This is an optimization exercise on Yosys and OpenROAD, whose aim is small area, a short achievable clock period and few clock cycles, not a production implementation. At most, simulation tests tie the RTL to the original design; equivalence was not proved. Only the layout flow was run in runs 2 and 3; the RTL was not checked for function there.

## flow/design.v (module list and top-level ports; edited modules follow where they fit)
// module BoothDaddaMul33: 1236 lines
// module PipelinedMultiplierUnit: 48 lines
// module QuickDivider: 79 lines
// module DividerUnit: 47 lines
// module MulDivUnit: 103 lines
module MulDivUnit (
    input logic clk,
    input logic rst,
    input logic stall,
    input logic [DATA_WIDTH-1:0] dataInA,
    input logic [DATA_WIDTH-1:0] dataInB,
    input logic mulGetUpper,
    input logic [1:0] mulCode,
    input logic [1:0] divCode,
    input logic divReset,
    input logic divResetFromCI_Stage,
    input logic divReq,
    input logic divAcquire,
    input logic divRelease,
    output logic [DATA_WIDTH-1:0] mulDataOut,
    output logic [DATA_WIDTH-1:0] divDataOut,
    output logic divFinished,
    output logic divBusy,
    output logic divReserved,
    output logic divFree
);
  // ...
==> flow/run.sh <==
#!/bin/bash
# synth_recipe.tcl (not shown) runs the flow's synth.tcl, then flattens the netlist and writes it again
# the make line also repeats each setting of config.mk as NAME=value (left out here)
make -C /OpenROAD-flow-scripts/flow DESIGN_CONFIG=/design/flow/config.mk WORK_HOME=/design/flow/orfs CLKGATE_MAP_FILE= SYNTH_SCRIPT=/design/flow/synth_recipe.tcl finish
==> flow/config.mk <==
export PLATFORM = sky130hd
export DESIGN_NAME = MulDivUnit
export DESIGN_NICKNAME = MulDivUnit
export VERILOG_FILES = /design/flow/design.v
export SDC_FILE = /design/flow/constraint.sdc
export NUM_CORES = 4
export LEC_CHECK = 0
export ABC_AREA = 1
export CAP_MARGIN = 20
export CORE_MARGIN = 2
export CORE_UTILIZATION = 40
export SETUP_SLACK_MARGIN = 5.0
export SLEW_MARGIN = 20
export TNS_END_PERCENT = 100
==> flow/constraint.sdc <==
create_clock -name core_clock -period 10.0 [get_ports {clk}]
set_input_delay 2.0000 -clock core_clock [delete_from_list [all_inputs] [get_ports {clk}]]
set_output_delay 2.0000 -clock core_clock [all_outputs]
set_load 0.01 [all_outputs]
==> metrics.md, run 1 <==
| Metric | Value |
|---|---|
| Simple-Gate Fraction of Synth Area | 0.124 |
| R2R cell count | 43 |
| Top post-synthesis cells by count | nand2_1, inv_1, xor2_1, o22ai_1, fa_1 |
| Synth top area share | 0.215 |
| Crit path capture | divUnit.div.regR[10] |
| Final core utilization | 0.523 |
| Initial antenna violation count | 4 |
| Outcome | complete, no violations |
| Crit path required time | 10350 ps |
| Relative slew slack | 0.201 |
| Bufs and invs on worst path | 9 |
| Clock slew seen by the registers of the worst setup and hold paths | 60 ps |
| Met1 usage | 0.378 |
| Ports | 145 |
| Worst path max stage delay | 620 ps |
| Final instance area | 56000 sq um |
| Origin of the worst min-delay path | regPhase[0] |
| H-tree Lvls | 2 |
| Synth warn | 5 |
| Grt met2 use | 0.519 |
| Hold Buf Count CTS | 0 |
| Fraction of area in multi-input gates | 0.618 |
| Number of sequential cells | 248 |
| Area delta synth->final | 29.8% |
| Logic inverters | 883 |
| Worst Hold Class | reg -> reg |
| # diodes | 1 |
| Crit path max-delay family | compound AO/OA/AOI/OAI gates |
| Commonest non-fill, non-tap cell in the layout | nand2_1 |
| Fin crit period | 7810 ps |
Testbench counts, summed over its fixed seeds: cycles 9,861.
==> module PipelinedMultiplierUnit, before the edit <==
module PipelinedMultiplierUnit #(
    parameter BIT_WIDTH = 32,
    parameter PIPELINE_DEPTH = 3
)(
    input logic clk, stall,
    input BasicTypes::DataPath fuOpA_In,
    input BasicTypes::DataPath fuOpB_In,
    input logic getUpper,  
    input OpFormatTypes::IntMUL_Code mulCode,
    output BasicTypes::DataPath dataOut
);
    logic [DATA_WIDTH:0] exSrcA_Reg, exSrcB_Reg;
    logic getUpperReg;
    BasicTypes::DataPath sumReg, carryReg;
    logic carryInReg;
    logic signA, signB;
    logic [2*DATA_WIDTH-1:0] prodS, prodC;
    logic [DATA_WIDTH:0] lowerSum;
    always_comb begin
        signA = (mulCode != AC_MULHU);
        signB = (mulCode == AC_MUL) || (mulCode == AC_MULH);
    end
    BoothDaddaMul33 mul (
        .x(exSrcA_Reg),
        .y(exSrcB_Reg),
        .s(prodS),
        .c(prodC)
    );
    assign lowerSum = {1'b0, prodS[DATA_WIDTH-1:0]} + {1'b0, prodC[DATA_WIDTH-1:0]};
    always_ff @(posedge clk) begin
        if (!stall) begin
            exSrcA_Reg <= {signA & fuOpA_In[DATA_WIDTH-1], fuOpA_In};
            exSrcB_Reg <= {signB & fuOpB_In[DATA_WIDTH-1], fuOpB_In};
            getUpperReg <= getUpper;
            if (getUpperReg) begin
                sumReg <= prodS[2*DATA_WIDTH-1:DATA_WIDTH];
                carryReg <= prodC[2*DATA_WIDTH-1:DATA_WIDTH];
                carryInReg <= lowerSum[DATA_WIDTH];
            end
            else begin
                sumReg <= prodS[DATA_WIDTH-1:0];
                carryReg <= prodC[DATA_WIDTH-1:0];
                carryInReg <= 1'b0;
            end
        end
    end
    assign dataOut = sumReg + carryReg + {{(DATA_WIDTH-1){1'b0}}, carryInReg};
endmodule : PipelinedMultiplierUnit
==> module QuickDivider, before the edit <==
module QuickDivider(
    input logic clk,
    input logic req,               
    input logic busy,              
    input BasicTypes::DataPath dividend,   
    input BasicTypes::DataPath divisor,    
    output logic doneAtReq,        
    output logic doneNext,         
    output BasicTypes::DataPath quotient,
    output BasicTypes::DataPath remainder
);
    localparam SHIFT_WIDTH = $clog2(DATA_WIDTH) + 1;
    function automatic logic [$clog2(DATA_WIDTH)-1:0] LeadingZeros(
        input BasicTypes::DataPath value
    );
        LeadingZeros = DATA_WIDTH - 1;
        for (int i = 0; i < DATA_WIDTH; ++i) begin
            if (value[i]) begin
                LeadingZeros = DATA_WIDTH - 1 - i;
            end
        end
    endfunction
    BasicTypes::DataPath regR, regQ, regD;
    logic [$clog2(DATA_WIDTH)-1:0] regLzA, regLzB;
    logic [SHIFT_WIDTH-2:0] regCount;      
    logic regFirst;                        
    logic divisorIsZero, dividendIsSmaller;
    logic [$clog2(DATA_WIDTH)-1:0] shift;
    logic [SHIFT_WIDTH-1:0] shiftEven;
    logic [DATA_WIDTH:0] shiftedD;         
    logic [DATA_WIDTH:0] stepD;
    logic [DATA_WIDTH+1:0] diff1;
    logic [DATA_WIDTH:0] diff2;
    logic ge1, ge2;
    BasicTypes::DataPath r1, r2;
    always_comb begin
        divisorIsZero = (divisor == '0);
        dividendIsSmaller = (dividend < divisor);
        doneAtReq = divisorIsZero || dividendIsSmaller;
        shift = regLzB - regLzA;
        shiftEven = {1'b0, shift} + {{(SHIFT_WIDTH-1){1'b0}}, shift[0]};
        shiftedD = {1'b0, regD} << shiftEven;
        stepD = regFirst ? shiftedD : {1'b0, regD};
        diff1 = {2'b0, regR} - {1'b0, stepD};
        ge1 = !diff1[DATA_WIDTH+1];
        r1 = ge1 ? diff1[DATA_WIDTH-1:0] : regR;
        diff2 = {1'b0, r1} - {2'b0, regD[DATA_WIDTH-1:1]};
        ge2 = !diff2[DATA_WIDTH];
        r2 = ge2 ? diff2[DATA_WIDTH-1:0] : r1;
        doneNext = regFirst ? (shiftEven == '0) : (regCount == 1);
        quotient = regQ;
        remainder = regR;
    end
    always_ff @(posedge clk) begin
        if (req) begin
            regR <= dividend;
            regQ <= divisorIsZero ? '1 : '0;
            regD <= divisor;
            regLzA <= LeadingZeros(dividend);
            regLzB <= LeadingZeros(divisor);
            regFirst <= 1'b1;
        end
        else if (busy) begin
            regFirst <= 1'b0;
            if (regFirst) begin
                regR <= r1;
                regQ <= {regQ[DATA_WIDTH-2:0], ge1};
                regD <= shiftedD[DATA_WIDTH:1];
                regCount <= shiftEven[SHIFT_WIDTH-1:1];
            end
            else begin
                regR <= r2;
                regQ <= {regQ[DATA_WIDTH-3:0], ge1, ge2};
                regD <= {2'b0, regD[DATA_WIDTH-1:2]};
                regCount <= regCount - 1;
            end
        end
    end
endmodule : QuickDivider
==> module DividerUnit, before the edit <==
module DividerUnit (
    input logic clk,
    input logic req,
    input logic busy,
    input BasicTypes::DataPath fuOpA_In,
    input BasicTypes::DataPath fuOpB_In,
    input OpFormatTypes::IntDIV_Code divCode,
    output logic doneAtReq,
    output logic doneNext,
    output BasicTypes::DataPath dataOut
);
    logic isSigned, signA, signB;
    BasicTypes::DataPath absA, absB;
    BasicTypes::DataPath quotient, remainder, result;
    logic regNegate, regIsRem;
    QuickDivider div (
        .clk(clk),
        .req(req),
        .busy(busy),
        .dividend(absA),
        .divisor(absB),
        .doneAtReq(doneAtReq),
        .doneNext(doneNext),
        .quotient(quotient),
        .remainder(remainder)
    );
    always_comb begin
        isSigned = (divCode == AC_DIV) || (divCode == AC_REM);
        signA = isSigned && fuOpA_In[DATA_WIDTH-1];
        signB = isSigned && fuOpB_In[DATA_WIDTH-1];
        absA = signA ? -fuOpA_In : fuOpA_In;
        absB = signB ? -fuOpB_In : fuOpB_In;
        result = regIsRem ? remainder : quotient;
        dataOut = regNegate ? -result : result;
    end
    always_ff @(posedge clk) begin
        if (req) begin
            regIsRem <= (divCode == AC_REM) || (divCode == AC_REMU);
            if ((divCode == AC_REM) || (divCode == AC_REMU)) begin
                regNegate <= signA;
            end
            else begin
                regNegate <= (signA ^ signB) && (fuOpB_In != '0);
            end
        end
    end
endmodule : DividerUnit
==> inputs of run 2 (changes only) <==
--- a/flow/design.v
+++ b/flow/design.v
@@ -5,4 +5,35 @@
 typedef logic [DATA_WIDTH-1:0] DataPath;
 endpackage
+module PrefixAdder #(
+    parameter WIDTH = 32
+)(
+    input  logic [WIDTH-1:0] a,
+    input  logic [WIDTH-1:0] b,
+    input  logic cin,
+    output logic [WIDTH-1:0] sum,
+    output logic cout
+);
+    localparam LEVELS = $clog2(WIDTH);
+    logic [WIDTH-1:0] g [LEVELS+1];
+    logic [WIDTH-1:0] p [LEVELS+1];
+    logic [WIDTH:0] c;
+    assign g[0] = a & b;
+    assign p[0] = a ^ b;
+    for (genvar l = 0; l < LEVELS; l++) begin : level
+        for (genvar i = 0; i < WIDTH; i++) begin : bit_
+            if ((i >> l) & 1) begin : merge
+                assign g[l+1][i] = g[l][i] | (p[l][i] & g[l][((i >> l) << l) - 1]);
+                assign p[l+1][i] = p[l][i] & p[l][((i >> l) << l) - 1];
+            end
+            else begin : pass
+                assign g[l+1][i] = g[l][i];
+                assign p[l+1][i] = p[l][i];
+            end
+        end
+    end
+    assign c = {g[LEVELS] | (p[LEVELS] & {WIDTH{cin}}), cin};
+    assign sum = p[0] ^ c[WIDTH-1:0];
+    assign cout = c[WIDTH];
+endmodule : PrefixAdder
 package OpFormatTypes;
 typedef enum logic [1:0]     
@@ -1270,11 +1301,15 @@
     output BasicTypes::DataPath dataOut
 );
+    localparam GROUPS = DATA_WIDTH / 4;
     logic [DATA_WIDTH:0] exSrcA_Reg, exSrcB_Reg;
     logic getUpperReg;
     BasicTypes::DataPath sumReg, carryReg;
-    logic carryInReg;
+    logic [GROUPS-1:0] lowerGenReg, lowerPropReg;
+    logic upperReg;
     logic signA, signB;
     logic [2*DATA_WIDTH-1:0] prodS, prodC;
-    logic [DATA_WIDTH:0] lowerSum;
+    logic [DATA_WIDTH-1:0] lowG, lowP;
+    logic [GROUPS-1:0] groupG, groupP;
+    logic lowerCarry;
     always_comb begin
         signA = (mulCode != AC_MULHU);
@@ -1287,5 +1322,15 @@
         .c(prodC)
     );
-    assign lowerSum = {1'b0, prodS[DATA_WIDTH-1:0]} + {1'b0, prodC[DATA_WIDTH-1:0]};
+    always_comb begin
+        lowG = prodS[DATA_WIDTH-1:0] & prodC[DATA_WIDTH-1:0];
+        lowP = prodS[DATA_WIDTH-1:0] ^ prodC[DATA_WIDTH-1:0];
+        for (int k = 0; k < GROUPS; k++) begin
+            groupG[k] = lowG[4*k+3] |
+                        (lowP[4*k+3] & lowG[4*k+2]) |
+                        (lowP[4*k+3] & lowP[4*k+2] & lowG[4*k+1]) |
+                        (lowP[4*k+3] & lowP[4*k+2] & lowP[4*k+1] & lowG[4*k]);
+            groupP[k] = lowP[4*k+3] & lowP[4*k+2] & lowP[4*k+1] & lowP[4*k];
+        end
+    end
     always_ff @(posedge clk) begin
         if (!stall) begin
@@ -1293,17 +1338,39 @@
             exSrcB_Reg <= {signB & fuOpB_In[DATA_WIDTH-1], fuOpB_In};
             getUpperReg <= getUpper;
+            upperReg <= getUpperReg;
+            lowerGenReg <= groupG;
+            lowerPropReg <= groupP;
             if (getUpperReg) begin
                 sumReg <= prodS[2*DATA_WIDTH-1:DATA_WIDTH];
                 carryReg <= prodC[2*DATA_WIDTH-1:DATA_WIDTH];
-                carryInReg <= lowerSum[DATA_WIDTH];
             end
             else begin
                 sumReg <= prodS[DATA_WIDTH-1:0];
                 carryReg <= prodC[DATA_WIDTH-1:0];
-                carryInReg <= 1'b0;
             end
         end
     end
-    assign dataOut = sumReg + carryReg + {{(DATA_WIDTH-1){1'b0}}, carryInReg};
+    logic [GROUPS-1:0] treeG [$clog2(GROUPS)+1];
+    logic [GROUPS-1:0] treeP [$clog2(GROUPS)+1];
+    always_comb begin
+        treeG[0] = lowerGenReg;
+        treeP[0] = lowerPropReg;
+        for (int l = 0; l < $clog2(GROUPS); l++) begin
+            treeG[l+1] = '0;
+            treeP[l+1] = '0;
+            for (int k = 0; k < (GROUPS >> (l+1)); k++) begin
+                treeG[l+1][k] = treeG[l][2*k+1] | (treeP[l][2*k+1] & treeG[l][2*k]);
+                treeP[l+1][k] = treeP[l][2*k+1] & treeP[l][2*k];
+            end
+        end
+        lowerCarry = treeG[$clog2(GROUPS)][0];
+    end
+    PrefixAdder #(.WIDTH(DATA_WIDTH)) finalAdder (
+        .a(sumReg),
+        .b(carryReg),
+        .cin(upperReg & lowerCarry),
+        .sum(dataOut),
+        .cout()
+    );
 endmodule : PipelinedMultiplierUnit
 import BasicTypes::*;
@@ -1312,6 +1379,7 @@
     input logic req,               
     input logic busy,              
-    input BasicTypes::DataPath dividend,   
-    input BasicTypes::DataPath divisor,    
+    input BasicTypes::DataPath dividend,
+    input BasicTypes::DataPath divisor,
+    input logic isSigned,
     output logic doneAtReq,        
     output logic doneNext,         
@@ -1319,43 +1387,106 @@
     output BasicTypes::DataPath remainder
 );
-    localparam SHIFT_WIDTH = $clog2(DATA_WIDTH) + 1;
-    function automatic logic [$clog2(DATA_WIDTH)-1:0] LeadingZeros(
+    localparam SHIFT_WIDTH = $clog2(DATA_WIDTH) + 1;    
+    function automatic BasicTypes::DataPath LeadingOne(
         input BasicTypes::DataPath value
     );
-        LeadingZeros = DATA_WIDTH - 1;
-        for (int i = 0; i < DATA_WIDTH; ++i) begin
-            if (value[i]) begin
-                LeadingZeros = DATA_WIDTH - 1 - i;
+        BasicTypes::DataPath smear;
+        smear = value;
+        for (int l = 1; l < DATA_WIDTH; l = l * 2) begin
+            smear = smear | (smear >> l);
+        end
+        LeadingOne = smear & ~(smear >> 1);
+    endfunction
+    function automatic logic [$clog2(DATA_WIDTH)-1:0] Encode(
+        input BasicTypes::DataPath oneHot
+    );
+        for (int j = 0; j < $clog2(DATA_WIDTH); j++) begin
+            BasicTypes::DataPath mask;
+            for (int i = 0; i < DATA_WIDTH; i++) begin
+                mask[i] = (i >> j) & 1;
             end
+            Encode[j] = |(oneHot & mask);
         end
     endfunction
+    function automatic logic LowOnes(
+        input BasicTypes::DataPath value
+    );
+        LowOnes = !(|(value[DATA_WIDTH-1:1] & ~value[DATA_WIDTH-2:0]));
+    endfunction
     BasicTypes::DataPath regR, regQ, regD;
-    logic [$clog2(DATA_WIDTH)-1:0] regLzA, regLzB;
+    logic [SHIFT_WIDTH-2:0] regHalfShift;   
     logic [SHIFT_WIDTH-2:0] regCount;      
     logic regFirst;                        
-    logic divisorIsZero, dividendIsSmaller;
-    logic [$clog2(DATA_WIDTH)-1:0] shift;
-    logic [SHIFT_WIDTH-1:0] shiftEven;
+    logic signA, signB;
+    BasicTypes::DataPath onesA, onesB;     
+    BasicTypes::DataPath absA, absB;
+    logic divisorIsZero, lessThan, lessEqual, nextTo, dividendIsSmaller;
+    BasicTypes::DataPath diffBits;
+    BasicTypes::DataPath leadA, leadB;
+    logic [$clog2(DATA_WIDTH)-1:0] posA, posB;
+    logic [SHIFT_WIDTH-2:0] halfShift;
     logic [DATA_WIDTH:0] shiftedD;         
     logic [DATA_WIDTH:0] stepD;
-    logic [DATA_WIDTH+1:0] diff1;
-    logic [DATA_WIDTH:0] diff2;
+    logic [DATA_WIDTH:0] diff1;
+    BasicTypes::DataPath diff2;
+    logic carry1, carry2;
     logic ge1, ge2;
     BasicTypes::DataPath r1, r2;
+    PrefixAdder #(.WIDTH(DATA_WIDTH+1)) sub1 (
+        .a({1'b0, regR}),
+        .b(~stepD),
+        .cin(1'b1),
+        .sum(diff1),
+        .cout(carry1)
+    );
+    PrefixAdder #(.WIDTH(DATA_WIDTH)) sub2 (
+        .a(r1),
+        .b(~{1'b0, regD[DATA_WIDTH-1:1]}),
+        .cin(1'b1),
+        .sum(diff2),
+        .cout(carry2)
+    );
     always_comb begin
+        signA = isSigned && dividend[DATA_WIDTH-1];
+        signB = isSigned && divisor[DATA_WIDTH-1];
+        onesA = signA ? ~dividend : dividend;
+        onesB = signB ? ~divisor : divisor;
+        absA = onesA + {{(DATA_WIDTH-1){1'b0}}, signA};
+        absB = onesB + {{(DATA_WIDTH-1){1'b0}}, signB};
         divisorIsZero = (divisor == '0);
-        dividendIsSmaller = (dividend < divisor);
+        lessThan = (onesA < onesB);
+        lessEqual = (onesA <= onesB);
+        diffBits = onesA ^ onesB;
+        nextTo = LowOnes(diffBits) && (diffBits != '0) &&
+                 ((onesB & diffBits) == (diffBits & ~(diffBits >> 1)));
+        if (signA == signB) begin
+            dividendIsSmaller = lessThan;
+        end
+        else if (signB) begin
+            dividendIsSmaller = lessEqual;
+        end
+        else begin
+            dividendIsSmaller = lessThan && !nextTo;
+        end
         doneAtReq = divisorIsZero || dividendIsSmaller;
-        shift = regLzB - regLzA;
-        shiftEven = {1'b0, shift} + {{(SHIFT_WIDTH-1){1'b0}}, shift[0]};
-        shiftedD = {1'b0, regD} << shiftEven;
+        leadA = LeadingOne(onesA);
+        leadB = LeadingOne(onesB);
+        if (signA && LowOnes(onesA)) begin
+            leadA = {leadA[DATA_WIDTH-2:0], onesA == '0};
+        end
+        if (signB && LowOnes(onesB)) begin
+            leadB = {leadB[DATA_WIDTH-2:0], onesB == '0};
+        end
+        posA = Encode(leadA);
+        posB = Encode(leadB);
+        halfShift = {1'b0, posA[$clog2(DATA_WIDTH)-1:1]} - {1'b0, posB[$clog2(DATA_WIDTH)-1:1]} +
+                    {{($clog2(DATA_WIDTH)-1){1'b0}}, posA[0] && !posB[0]};
+        shiftedD = {1'b0, regD} << {regHalfShift, 1'b0};
         stepD = regFirst ? shiftedD : {1'b0, regD};
-        diff1 = {2'b0, regR} - {1'b0, stepD};
-        ge1 = !diff1[DATA_WIDTH+1];
+        ge1 = carry1;
         r1 = ge1 ? diff1[DATA_WIDTH-1:0] : regR;
-        diff2 = {1'b0, r1} - {2'b0, regD[DATA_WIDTH-1:1]};
-        ge2 = !diff2[DATA_WIDTH];
-        r2 = ge2 ? diff2[DATA_WIDTH-1:0] : r1;
-        doneNext = regFirst ? (shiftEven == '0) : (regCount == 1);
+        ge2 = carry2;
+        r2 = ge2 ? diff2 : r1;
+        doneNext = regFirst ? (regHalfShift == '0) : (regCount == 1);
         quotient = regQ;
         remainder = regR;
@@ -1363,9 +1494,8 @@
     always_ff @(posedge clk) begin
         if (req) begin
-            regR <= dividend;
+            regR <= absA;
             regQ <= divisorIsZero ? '1 : '0;
-            regD <= divisor;
-            regLzA <= LeadingZeros(dividend);
-            regLzB <= LeadingZeros(divisor);
+            regD <= absB;
+            regHalfShift <= halfShift;
             regFirst <= 1'b1;
         end
@@ -1376,5 +1506,5 @@
                 regQ <= {regQ[DATA_WIDTH-2:0], ge1};
                 regD <= shiftedD[DATA_WIDTH:1];
-                regCount <= shiftEven[SHIFT_WIDTH-1:1];
+                regCount <= regHalfShift;
             end
             else begin
@@ -1400,14 +1530,16 @@
     output BasicTypes::DataPath dataOut
 );
-    logic isSigned, signA, signB;
-    BasicTypes::DataPath absA, absB;
+    localparam LEVELS = $clog2(DATA_WIDTH);
+    logic isSigned, isRem, signA, signB;
     BasicTypes::DataPath quotient, remainder, result;
     logic regNegate, regIsRem;
+    BasicTypes::DataPath lowOr [LEVELS+1];
     QuickDivider div (
         .clk(clk),
         .req(req),
         .busy(busy),
-        .dividend(absA),
-        .divisor(absB),
+        .dividend(fuOpA_In),
+        .divisor(fuOpB_In),
+        .isSigned(isSigned),
         .doneAtReq(doneAtReq),
         .doneNext(doneNext),
@@ -1417,15 +1549,18 @@
     always_comb begin
         isSigned = (divCode == AC_DIV) || (divCode == AC_REM);
+        isRem = (divCode == AC_REM) || (divCode == AC_REMU);
         signA = isSigned && fuOpA_In[DATA_WIDTH-1];
         signB = isSigned && fuOpB_In[DATA_WIDTH-1];
-        absA = signA ? -fuOpA_In : fuOpA_In;
-        absB = signB ? -fuOpB_In : fuOpB_In;
         result = regIsRem ? remainder : quotient;
-        dataOut = regNegate ? -result : result;
+        lowOr[0] = {result[DATA_WIDTH-2:0], 1'b0};
+        for (int l = 0; l < LEVELS; l++) begin
+            lowOr[l+1] = lowOr[l] | (lowOr[l] << (1 << l));
+        end
+        dataOut = result ^ ({DATA_WIDTH{regNegate}} & lowOr[LEVELS]);
     end
     always_ff @(posedge clk) begin
         if (req) begin
-            regIsRem <= (divCode == AC_REM) || (divCode == AC_REMU);
-            if ((divCode == AC_REM) || (divCode == AC_REMU)) begin
+            regIsRem <= isRem;
+            if (isRem) begin
                 regNegate <= signA;
             end
--- a/flow/config.mk
+++ b/flow/config.mk
@@ -10,5 +10,5 @@
 export CORE_MARGIN = 2
 export CORE_UTILIZATION = 40
-export SETUP_SLACK_MARGIN = 5.0
+export SETUP_SLACK_MARGIN = 4.8
 export SLEW_MARGIN = 20
 export TNS_END_PERCENT = 100
==> run 2 against run 1 <==
Effect of this change:
- first-iteration DRC count rose by 46%
- global-route usage grew 3.3 points
- sequential share of layout area fell by 1.2 points
- design area rose by 14%
- largest cell class unchanged
==> metrics.md, run 2 <==
| Metric | Value |
|---|---|
| Outcome | complete, no violations (unchanged) |
| Register area share after synthesis | 0.157 (was 0.172) |
| Clk_skew | 36.1 ps (was 30.8 ps) |
| Slew at the pin closest to its max-slew limit | 1140 ps (was 1200 ps) |
| Post-Syn Nets | 7643 (was 6200) |
| Hold depth | 2 (unchanged) |
| Crit share post-route | 0.566 (was 0.781) |
| Synth warn | 14 (was 5) |
| Clock slew seen by the registers of the worst setup and hold paths | 70 ps (was 60 ps) |
| Top post-synthesis cells by count | nand2_1, inv_1, xor2_1, o22ai_1, nor2_1 (was nand2_1, inv_1, xor2_1, o22ai_1, fa_1) |
| Area delta synth->final | 30.2% (was 29.8%) |
| Clk Latency, worst-skew pair | 650 ps (was 660 ps) |
| # DRC | 0 (unchanged) |
| Synth area leader | fa_1 (unchanged) |
| Slowest stage cell, crit path | edfxtp_1 (was fa_2) |
| Global-route wire length before repair | 336000 microns (was 270000 microns) |
| Simple-Gate Fraction of Synth Area | 0.220 (was 0.124) |
| Most numerous cell in the Yosys netlist | nand2_1 (unchanged) |
| Number of synthesized flops with an enable pin | 255 (was 245) |
| Slew Viols, Final | 0 (unchanged) |
| Hold Buf Count CTS | 0 (unchanged) |
| Setup_tns | 0 ps (unchanged) |
| CP arrival | 6040 ps (was 8160 ps) |
| Post-Syn Area | 49100 sq um (was 43200 sq um) |
| Asr flop ratio synth | 0 (unchanged) |
| GP Congestion | 1.02 (was 0.985) |
| Setup violators final | 0 (unchanged) |
| Final WS setup | 4340 ps (was 2190 ps) |
| Max-cap violations | 0 (unchanged) |
| Chip width | 354 microns (was 333 microns) |
| Row cnt | 128 (was 120) |
| DR iter-0 viols | 7131 (was 4880) |
| Compound-Gate Fraction of Synth Area | 0.140 (was 0.170) |
| Die area | 125000 sq um (was 111000 sq um) |
| Most frequent cells in the layout | nand2_1, inv_1, xor2_1, o22ai_1, fa_1 (was nand2_1, inv_1, xor2_1, o22ai_1, buf_4) |
| Synth top area share | 0.188 (was 0.215) |
| Die height | 354 microns (was 333 microns) |
| Critical path fanouts, max | 8 (was 16) |
| HPWL after detailed placement | 156000 microns (was 120000 microns) |
| Drt pass-1 iters | 10 (was 6) |
| TritonCTS Buffers | 35 (was 36) |
| Flops & latches, synth | 258 (was 248) |
| Clk buf depth | 3 (unchanged) |
| Routed vias | 53722 (was 43119) |
| Setup crit end kind | flip-flop (unchanged) |
| Core box area | 122000 sq um (was 107000 sq um) |
| Worst flop-to-flop path endpoint | divUnit.div.regR[0] (was divUnit.div.regR[10]) |
| Area contributors post-synth | fa_1, edfxtp_1, nand2_1 (was fa_1, edfxtp_1, xor2_1) |
| Worst r2r src | divUnit.div.regHalfShift[0] (was divUnit.div.regLzB[0]) |
| Syn Area/Cell | 7.18 sq um (was 7.95 sq um) |
| Synth Area in Adders | 0.256 (was 0.281) |
| Ports | 145 (unchanged) |
| Final instance area | 63900 sq um (was 56000 sq um) |
| Initial antenna violation count | 15 (was 4) |
| Final Hold Fails | 0 (unchanged) |
| Unique masters post-synth | 50 (was 69) |
| Relative slew slack | 0.233 (was 0.201) |
| XOR/XNOR Fraction of Synth Area | 0.117 (was 0.143) |
| Largest net degree at the start of global routing | 71 (was 72) |
| Share of layout cells above drive strength 1 | 0.221 (was 0.255) |
| Pre-CTS setup slack | 1740 ps (was 495 ps) |
| Mux cell area share after synthesis | 0.00268 (was 0.000754) |
| CP dominant cell by count | buf_12 |
| # port buffers | 144 (unchanged) |
| Fillers | 11547 (was 9787) |
| Startpoint Class | flip-flop (unchanged) |
| Initial core utilization | 0.403 (about the same) |
| RSZ-0062 raised after global routing | yes (unchanged) |
| Worst reg2reg setup slack | 4340 ps (was 2190 ps) |
| Fin crit period | 5660 ps (was 7810 ps) |
| Biggest regs | mulUnit.exSrcA_Reg x33, mulUnit.exSrcB_Reg x33 (unchanged) |
| Hold slack | 529 ps (was 565 ps) |
| Global Route Usage Sum | 0.359 (was 0.325) |
| Detailed Route WL | 239000 microns (was 188000 microns) |
| Largest family of logic cells by synthesized area | adder cells (unchanged) |
| H-tree Lvls | 2 (unchanged) |
| Origin of the worst min-delay path | regPhase[0] (unchanged) |
| Commonest non-fill, non-tap cell in the layout | nand2_1 (unchanged) |
| Worst path max stage delay | 410 ps (was 620 ps) |
| Worst hold endpoint | regPhase[0] (unchanged) |
| TritonCTS clock tree | done (unchanged) |
| Mapped Cells | 6838 (was 5431) |
| Fmax | 177 MHz (was 128 MHz) |
| Vias in the first global route | 51251 (was 42700) |
| R2R cell count | 33 (was 43) |
| CTS Root Cell | clkbuf_16 (unchanged) |
| Wire per inst | 26.8 microns (was 25.8 microns) |
| Via/cell ratio | 6.03 (was 5.92) |
| Number of routed nets with antenna violations | 0 (unchanged) |
| Crit path required time | 10380 ps (was 10350 ps) |
| Worst Hold Class | reg -> reg (unchanged) |
| Final nets | 8049 (was 6624) |
| Top FF cell, synth | edfxtp_1 (unchanged) |
| CTS sink count | 258 (was 248) |
| WS Path Type | reg -> reg (unchanged) |
| Area after DPL | 52100 sq um (was 46000 sq um) |
| Aggregate global routing overflow | 0 (unchanged) |
run 2: worst max-delay path by stage:
stage                                   to  depth (start not counted)                         from
2_1_floorplan  divUnit.div.regHalfShift[4]                         29                   divCode[0]
3_3_place_gp   divUnit.div.regHalfShift[4]                         27                  dataInA[31]
3_5_place_dp   divUnit.div.regHalfShift[4]                         27                   divCode[0]
4_1_cts                divUnit.div.regR[5]                         38  divUnit.div.regHalfShift[0]
5_1_grt                divUnit.div.regR[1]                         35  divUnit.div.regHalfShift[0]
6_report               divUnit.div.regR[0]                         33  divUnit.div.regHalfShift[0]
run 2: cell type report:
class                      count  area, sq um  share of cell area
tap                         1625         2030              0.0318
inverter                     998         3970              0.0621
clock inverter                24          299             0.00468
multi-input combinational   5211        40700               0.637
antenna                        7         17.5            0.000274
clock buffer                  39          911              0.0143
timing repair inverter         6         56.3            0.000881
sequential                   258         7720               0.121
timing repair buffer         734         8190               0.128
run 2: worst max-delay path: cells and delay by family, from the launching register on:
kind                     cells  cell delay, ps
AO/OA/AOI/OAI               11            1910
adder cells (fa/ha/maj)      2             660
buffers and inverters        6             880
flip-flops                   1             410
multiplexers                 1             120
AND/OR/NAND/NOR             13            1380
run 2: stage by stage:
step / instances / utilization
final: 8902 / 0.525
after global routing: 8895 / 0.525
after CTS: 8717 / 0.494
after detailed placement: 8344 / 0.428
after global placement: 8344 / 0.428
after floorplan: 6838 / -
run 2: what timing repair did:
item / in CTS / in global routing
setup buffers: 251 / 163
endpoints found under the hold margin: 0 / 0
endpoints found under the setup margin: 198 / 121
gates resized for setup: 1104 / 647
cloned: 59 / 15
pin swaps: 204 / 291
run 2: logic make-up (layout without fill, tap and decap cells):
| group | after synthesis | after routing |
|---|---|---|
| AOI/OAI and AO/OA | 1161 | 1164 |
| xor gates and xnor gates | 655 | 655 |
| adders and majority gates | 728 | 728 |
| buffers and inverters | 1390 | 1801 |
| DFF | 258 | 258 |
| muxes | 13 | 13 |
| other | 0 | 7 |
| and+or+nand+nor | 2633 | 2651 |
run 2: per-layer routing:
layer,global-route usage,up-vias,share of wire
met5,0.00604,-,0.0010
met2,0.553,3624,0.43
met3,0.0948,1187,0.11
li1,-,23172,-
met4,0.255,12,0.093
met1,0.434,25727,0.36
==> inputs of run 3 (changes only) <==
--- a/flow/design.v
+++ b/flow/design.v
@@ -12,5 +12,7 @@
     input  logic cin,
     output logic [WIDTH-1:0] sum,
-    output logic cout
+    output logic cout,
+    output logic gAll,       
+    output logic pAll        
 );
     localparam LEVELS = $clog2(WIDTH);
@@ -35,4 +37,6 @@
     assign sum = p[0] ^ c[WIDTH-1:0];
     assign cout = c[WIDTH];
+    assign gAll = g[LEVELS][WIDTH-1];
+    assign pAll = p[LEVELS][WIDTH-1];
 endmodule : PrefixAdder
 package OpFormatTypes;
@@ -1371,5 +1375,7 @@
         .cin(upperReg & lowerCarry),
         .sum(dataOut),
-        .cout()
+        .cout(),
+        .gAll(),
+        .pAll()
     );
 endmodule : PipelinedMultiplierUnit
@@ -1427,4 +1433,5 @@
     logic [SHIFT_WIDTH-2:0] halfShift;
     logic [DATA_WIDTH:0] shiftedD;         
+    logic [DATA_WIDTH:0] shiftedFine;
     logic [DATA_WIDTH:0] stepD;
     logic [DATA_WIDTH:0] diff1;
@@ -1438,12 +1445,26 @@
         .cin(1'b1),
         .sum(diff1),
-        .cout(carry1)
+        .cout(carry1),
+        .gAll(),
+        .pAll()
     );
     PrefixAdder #(.WIDTH(DATA_WIDTH)) sub2 (
         .a(r1),
-        .b(~{1'b0, regD[DATA_WIDTH-1:1]}),
+        .b(~shiftedD[DATA_WIDTH-1:0]),
         .cin(1'b1),
         .sum(diff2),
-        .cout(carry2)
+        .cout(carry2),
+        .gAll(),
+        .pAll()
+    );
+    logic cmpG, cmpP;
+    PrefixAdder #(.WIDTH(DATA_WIDTH)) cmp (
+        .a(onesA),
+        .b(~onesB),
+        .cin(1'b0),
+        .sum(),
+        .cout(),
+        .gAll(cmpG),
+        .pAll(cmpP)
     );
     always_comb begin
@@ -1455,6 +1476,6 @@
         absB = onesB + {{(DATA_WIDTH-1){1'b0}}, signB};
         divisorIsZero = (divisor == '0);
-        lessThan = (onesA < onesB);
-        lessEqual = (onesA <= onesB);
+        lessThan = !(cmpG || cmpP);
+        lessEqual = !cmpG;
         diffBits = onesA ^ onesB;
         nextTo = LowOnes(diffBits) && (diffBits != '0) &&
@@ -1480,8 +1501,19 @@
         posA = Encode(leadA);
         posB = Encode(leadB);
-        halfShift = {1'b0, posA[$clog2(DATA_WIDTH)-1:1]} - {1'b0, posB[$clog2(DATA_WIDTH)-1:1]} +
-                    {{($clog2(DATA_WIDTH)-1){1'b0}}, posA[0] && !posB[0]};
-        shiftedD = {1'b0, regD} << {regHalfShift, 1'b0};
-        stepD = regFirst ? shiftedD : {1'b0, regD};
+        halfShift = {1'b0, posA[$clog2(DATA_WIDTH)-1:1]} - {1'b0, posB[$clog2(DATA_WIDTH)-1:1]} -
+                    {{($clog2(DATA_WIDTH)-1){1'b0}}, !posA[0] && posB[0]};
+        shiftedFine = '0;
+        for (int v = 0; v < 4; v++) begin
+            if (regHalfShift[1:0] == v) begin
+                shiftedFine = shiftedFine | ({1'b0, regD} << (2*v));
+            end
+        end
+        shiftedD = '0;
+        for (int u = 0; u <= (DATA_WIDTH / 8); u++) begin
+            if (regHalfShift[SHIFT_WIDTH-2:2] == u) begin
+                shiftedD = shiftedD | (shiftedFine << (8*u));
+            end
+        end
+        stepD = {shiftedD[DATA_WIDTH-1:0], 1'b0};
         ge1 = carry1;
         r1 = ge1 ? diff1[DATA_WIDTH-1:0] : regR;
@@ -1502,16 +1534,9 @@
         else if (busy) begin
             regFirst <= 1'b0;
-            if (regFirst) begin
-                regR <= r1;
-                regQ <= {regQ[DATA_WIDTH-2:0], ge1};
-                regD <= shiftedD[DATA_WIDTH:1];
-                regCount <= regHalfShift;
-            end
-            else begin
-                regR <= r2;
-                regQ <= {regQ[DATA_WIDTH-3:0], ge1, ge2};
-                regD <= {2'b0, regD[DATA_WIDTH-1:2]};
-                regCount <= regCount - 1;
-            end
+            regHalfShift <= '0;
+            regR <= r2;
+            regQ <= {regQ[DATA_WIDTH-3:0], ge1, ge2};
+            regD <= {2'b0, shiftedD[DATA_WIDTH-1:2]};
+            regCount <= regFirst ? regHalfShift : regCount - 1;
         end
     end
--- a/flow/config.mk
+++ b/flow/config.mk
@@ -10,5 +10,5 @@
 export CORE_MARGIN = 2
 export CORE_UTILIZATION = 40
-export SETUP_SLACK_MARGIN = 4.8
+export SETUP_SLACK_MARGIN = 4.3
 export SLEW_MARGIN = 20
 export TNS_END_PERCENT = 100
==> run 3 against run 2 <==
Effect of this change:
- synthesized cell count decreased by 9.2%
- count of clock-buffer cells in the layout fell by 3
- flip-flop and latch count stayed put
- maximum frequency decreased by 4.2%
- design area decreased by 9.8%
- die area down 3.9%
- synthesized area shrank 3.9%
- via count decreased by 11%
- routed wire length down 13%
==> metrics.md, run 3 <==
| Metric | Value |
|---|---|
| Outcome | complete, no violations (unchanged) |
| HPWL after detailed placement | 143000 microns (was 156000 microns) |
| DR iter-0 viols | 5903 (was 7131) |
| Relative slew slack | 0.198 (was 0.233) |
| Clk_skew | 33.9 ps (was 36.1 ps) |
| Setup violators final | 0 (unchanged) |
| WS Path Type | reg -> reg (unchanged) |
| Routed vias | 47611 (was 53722) |
| CP dominant cell by count | buf_12 (unchanged) |
| Die area | 121000 sq um (was 125000 sq um) |
| Top FF cell, synth | edfxtp_1 (unchanged) |
| # DRC | 0 (unchanged) |
| Critical path fanouts, max | 7 (was 8) |
| Global-route wire length before repair | 294000 microns (was 336000 microns) |
| Final core utilization | 0.495 (was 0.525) |
| Wire per inst | 26.1 microns (was 26.8 microns) |
| Slew Viols, Final | 0 (unchanged) |
| Number of routed nets with antenna violations | 0 (unchanged) |
| Hold Buf Count CTS | 0 (unchanged) |
| CP arrival | 6300 ps (was 6040 ps) |
| Synth top area share | 0.196 (was 0.188) |
| Synth warn | 14 (unchanged) |
| Unique masters post-synth | 65 (was 50) |
| Number of synthesized flops with an enable pin | 255 (unchanged) |
| Initial core utilization | 0.405 (was 0.403) |
| Share of layout cells above drive strength 1 | 0.153 (was 0.221) |
| Setup_tns | 0 ps (unchanged) |
| TritonCTS clock tree | done (unchanged) |
| Row cnt | 125 (was 128) |
| Core box area | 117000 sq um (was 122000 sq um) |
| Crit path required time | 10390 ps (was 10380 ps) |
| H-tree Lvls | 2 (unchanged) |
| Max-cap violations | 0 (unchanged) |
| Final Hold Fails | 0 (unchanged) |
| Largest net degree at the start of global routing | 90 (was 71) |
| Global Route Usage Sum | 0.326 (was 0.359) |
| Aggregate global routing overflow | 0 (unchanged) |
| Post-Syn Nets | 7009 (was 7643) |
| Startpoint Class | flip-flop (unchanged) |
| Vias in the first global route | 45424 (was 51251) |
| Detailed Route WL | 208000 microns (was 239000 microns) |
| Mapped Cells | 6208 (was 6838) |
| Clk Latency, worst-skew pair | 630 ps (was 650 ps) |
| Area delta synth->final | 22.2% (was 30.2%) |
| Initial antenna violation count | 6 (was 15) |
| Syn Area/Cell | 7.60 sq um (was 7.18 sq um) |
| Via/cell ratio | 5.97 (was 6.03) |
| Chip width | 347 microns (was 354 microns) |
| Slew at the pin closest to its max-slew limit | 1200 ps (was 1140 ps) |
| GP Congestion | 1.02 (about the same) |
| Flops & latches, synth | 258 (unchanged) |
| Fmax | 169 MHz (was 177 MHz) |
| Worst Hold Class | reg -> reg (unchanged) |
| Fin crit period | 5920 ps (was 5660 ps) |
| RSZ-0062 raised after global routing | yes (unchanged) |
| Area contributors post-synth | fa_1, edfxtp_1, xor2_1 (was fa_1, edfxtp_1, nand2_1) |
| Drt pass-1 iters | 8 (was 10) |
| Post-Syn Area | 47200 sq um (was 49100 sq um) |
| Clock slew seen by the registers of the worst setup and hold paths | 70 ps (about the same) |
| Asr flop ratio synth | 0 (unchanged) |
| Most frequent cells in the layout | nand2_1, inv_1, xor2_1, o22ai_1, fa_1 (unchanged) |
| # port buffers | 144 (unchanged) |
| TritonCTS Buffers | 35 (unchanged) |
| Clk buf depth | 3 (unchanged) |
| Slowest stage cell, crit path | edfxtp_1 (unchanged) |
| Ports | 145 (unchanged) |
| Top post-synthesis cells by count | nand2_1, inv_1, xor2_1, o22ai_1, fa_1 (was nand2_1, inv_1, xor2_1, o22ai_1, nor2_1) |
| Biggest regs | mulUnit.exSrcA_Reg x33, mulUnit.exSrcB_Reg x33 (unchanged) |
| Commonest non-fill, non-tap cell in the layout | nand2_1 (unchanged) |
| Most numerous cell in the Yosys netlist | nand2_1 (unchanged) |
| Synth area leader | fa_1 (unchanged) |
| Final nets | 7226 (was 8049) |
| Register area share after synthesis | 0.164 (was 0.157) |
| CTS sink count | 258 (unchanged) |
| Setup crit end kind | flip-flop (unchanged) |
| Crit share post-route | 0.592 (was 0.566) |
| Die height | 347 microns (was 354 microns) |
| CTS Root Cell | clkbuf_16 (unchanged) |
| Worst path max stage delay | 450 ps (was 410 ps) |
run 3: layout make-up:
type	instances	area, sq um
sequential	258	7720
antenna	2	5.00
inverter	931	3650
clock buffer	36	880
timing repair buffer	517	5480
multi-input combinational	4678	37600
timing repair inverter	4	37.5
fill	11199	58900
clock inverter	28	342
tap	1524	1910
run 3: layer usage:
layer  GRT usage  up-vias  routed length (microns)
li1            -    20788                        -
met1       0.398    22943                    76600
met3      0.0706      886                    21900
met4       0.240        2                    18900
met2       0.509     2992                    90800
met5           0        -                       17
run 3: metrics by stage:
step	instance area, sq um	setup slack (ps)	std cells	hold WS (ps)
2_1_floorplan	47200	4350	6208	478
3_3_place_gp	50200	2030	7648	519
3_5_place_dp	50200	1990	7648	529
4_1_cts	53800	4120	7802	544
5_1_grt	57600	3860	7976	561
6_report	57600	4080	7978	542
run 3: kinds of logic after synthesis:
logic type,synth area share
fa+ha+maj,0.266
buf+inv,0.104
flops,0.164
mux,0.00130
xor+xnor,0.138
compound gates,0.145
simple gates,0.182
run 3: path summary, 6_finish.rpt:
check / start / end / slack (ps) / cells past startpoint
worst max-delay path: divUnit.div.regHalfShift[1] / divUnit.div.regR[14] / 4080 / 36
worst min-delay path: divUnit.div.regQ[26] / divUnit.div.regQ[28] / 540 / 2
worst max register to register: divUnit.div.regHalfShift[1] / divUnit.div.regR[14] / 4080 / 36
worst min register to register: divUnit.div.regQ[26] / divUnit.div.regQ[28] / 540 / 2
run 3: worst max-delay path, delay by kind of cell (launching register included):
family                   cells  cell delay (ps)
AO/OA/AOI/OAI                9             1600
AND/OR/NAND/NOR             13             1500
flip-flops                   1              450
buffers and inverters       12             1720
adder cells (fa/ha/maj)      2              440
run 3: repair_timing:
| item | CTS | global route |
|---|---|---|
| setup endpoints to repair | 136 | 83 |
| endpoints found under the hold margin | 0 | 0 |
| gates resized for setup | 373 | 543 |
| buffers inserted | 70 | 149 |
| cloned | 20 | 25 |
| pin swaps | 44 | 108 |

separate check: timing with driven ports:
Ports are ideal in the flow. The routed layouts listed here were re-timed in OpenROAD. Step 1 sets driving cells, clkbuf_16 on the clock port and buf_2 on the other inputs (assumed; they add their load-dependent delay and slew). Step 2 adds t to the input delays and takes it off the output delays; t is the mean of the earliest and latest rising clock arrival at the registers after step 1. Input paths then give back, and output paths get back, about the clock's delay inside the block. a / b / c = ideal / step 1 / step 2; a / b = the first two.
| run | shift t [ns] | setup slack, ns | worst register clock-pin slew, ns | pins driven straight from the clock port |
|---|---|---|---|---|
| run 1 | 0.706 | 2.191 / 2.191 / 2.191 | 0.07 / 0.07 | 1 |
| run 2 | 0.708 | 4.335 / 4.335 / 4.106 | 0.07 / 0.07 | 1 |
| run 3 | 0.684 | 4.085 / 4.085 / 3.627 | 0.07 / 0.07 | 1 |
After both steps setup and hold are still met in every run listed. For run 3, which loses most, drivers alone change the setup slack by 0.000 ns; drivers and shift together by -0.458 ns.
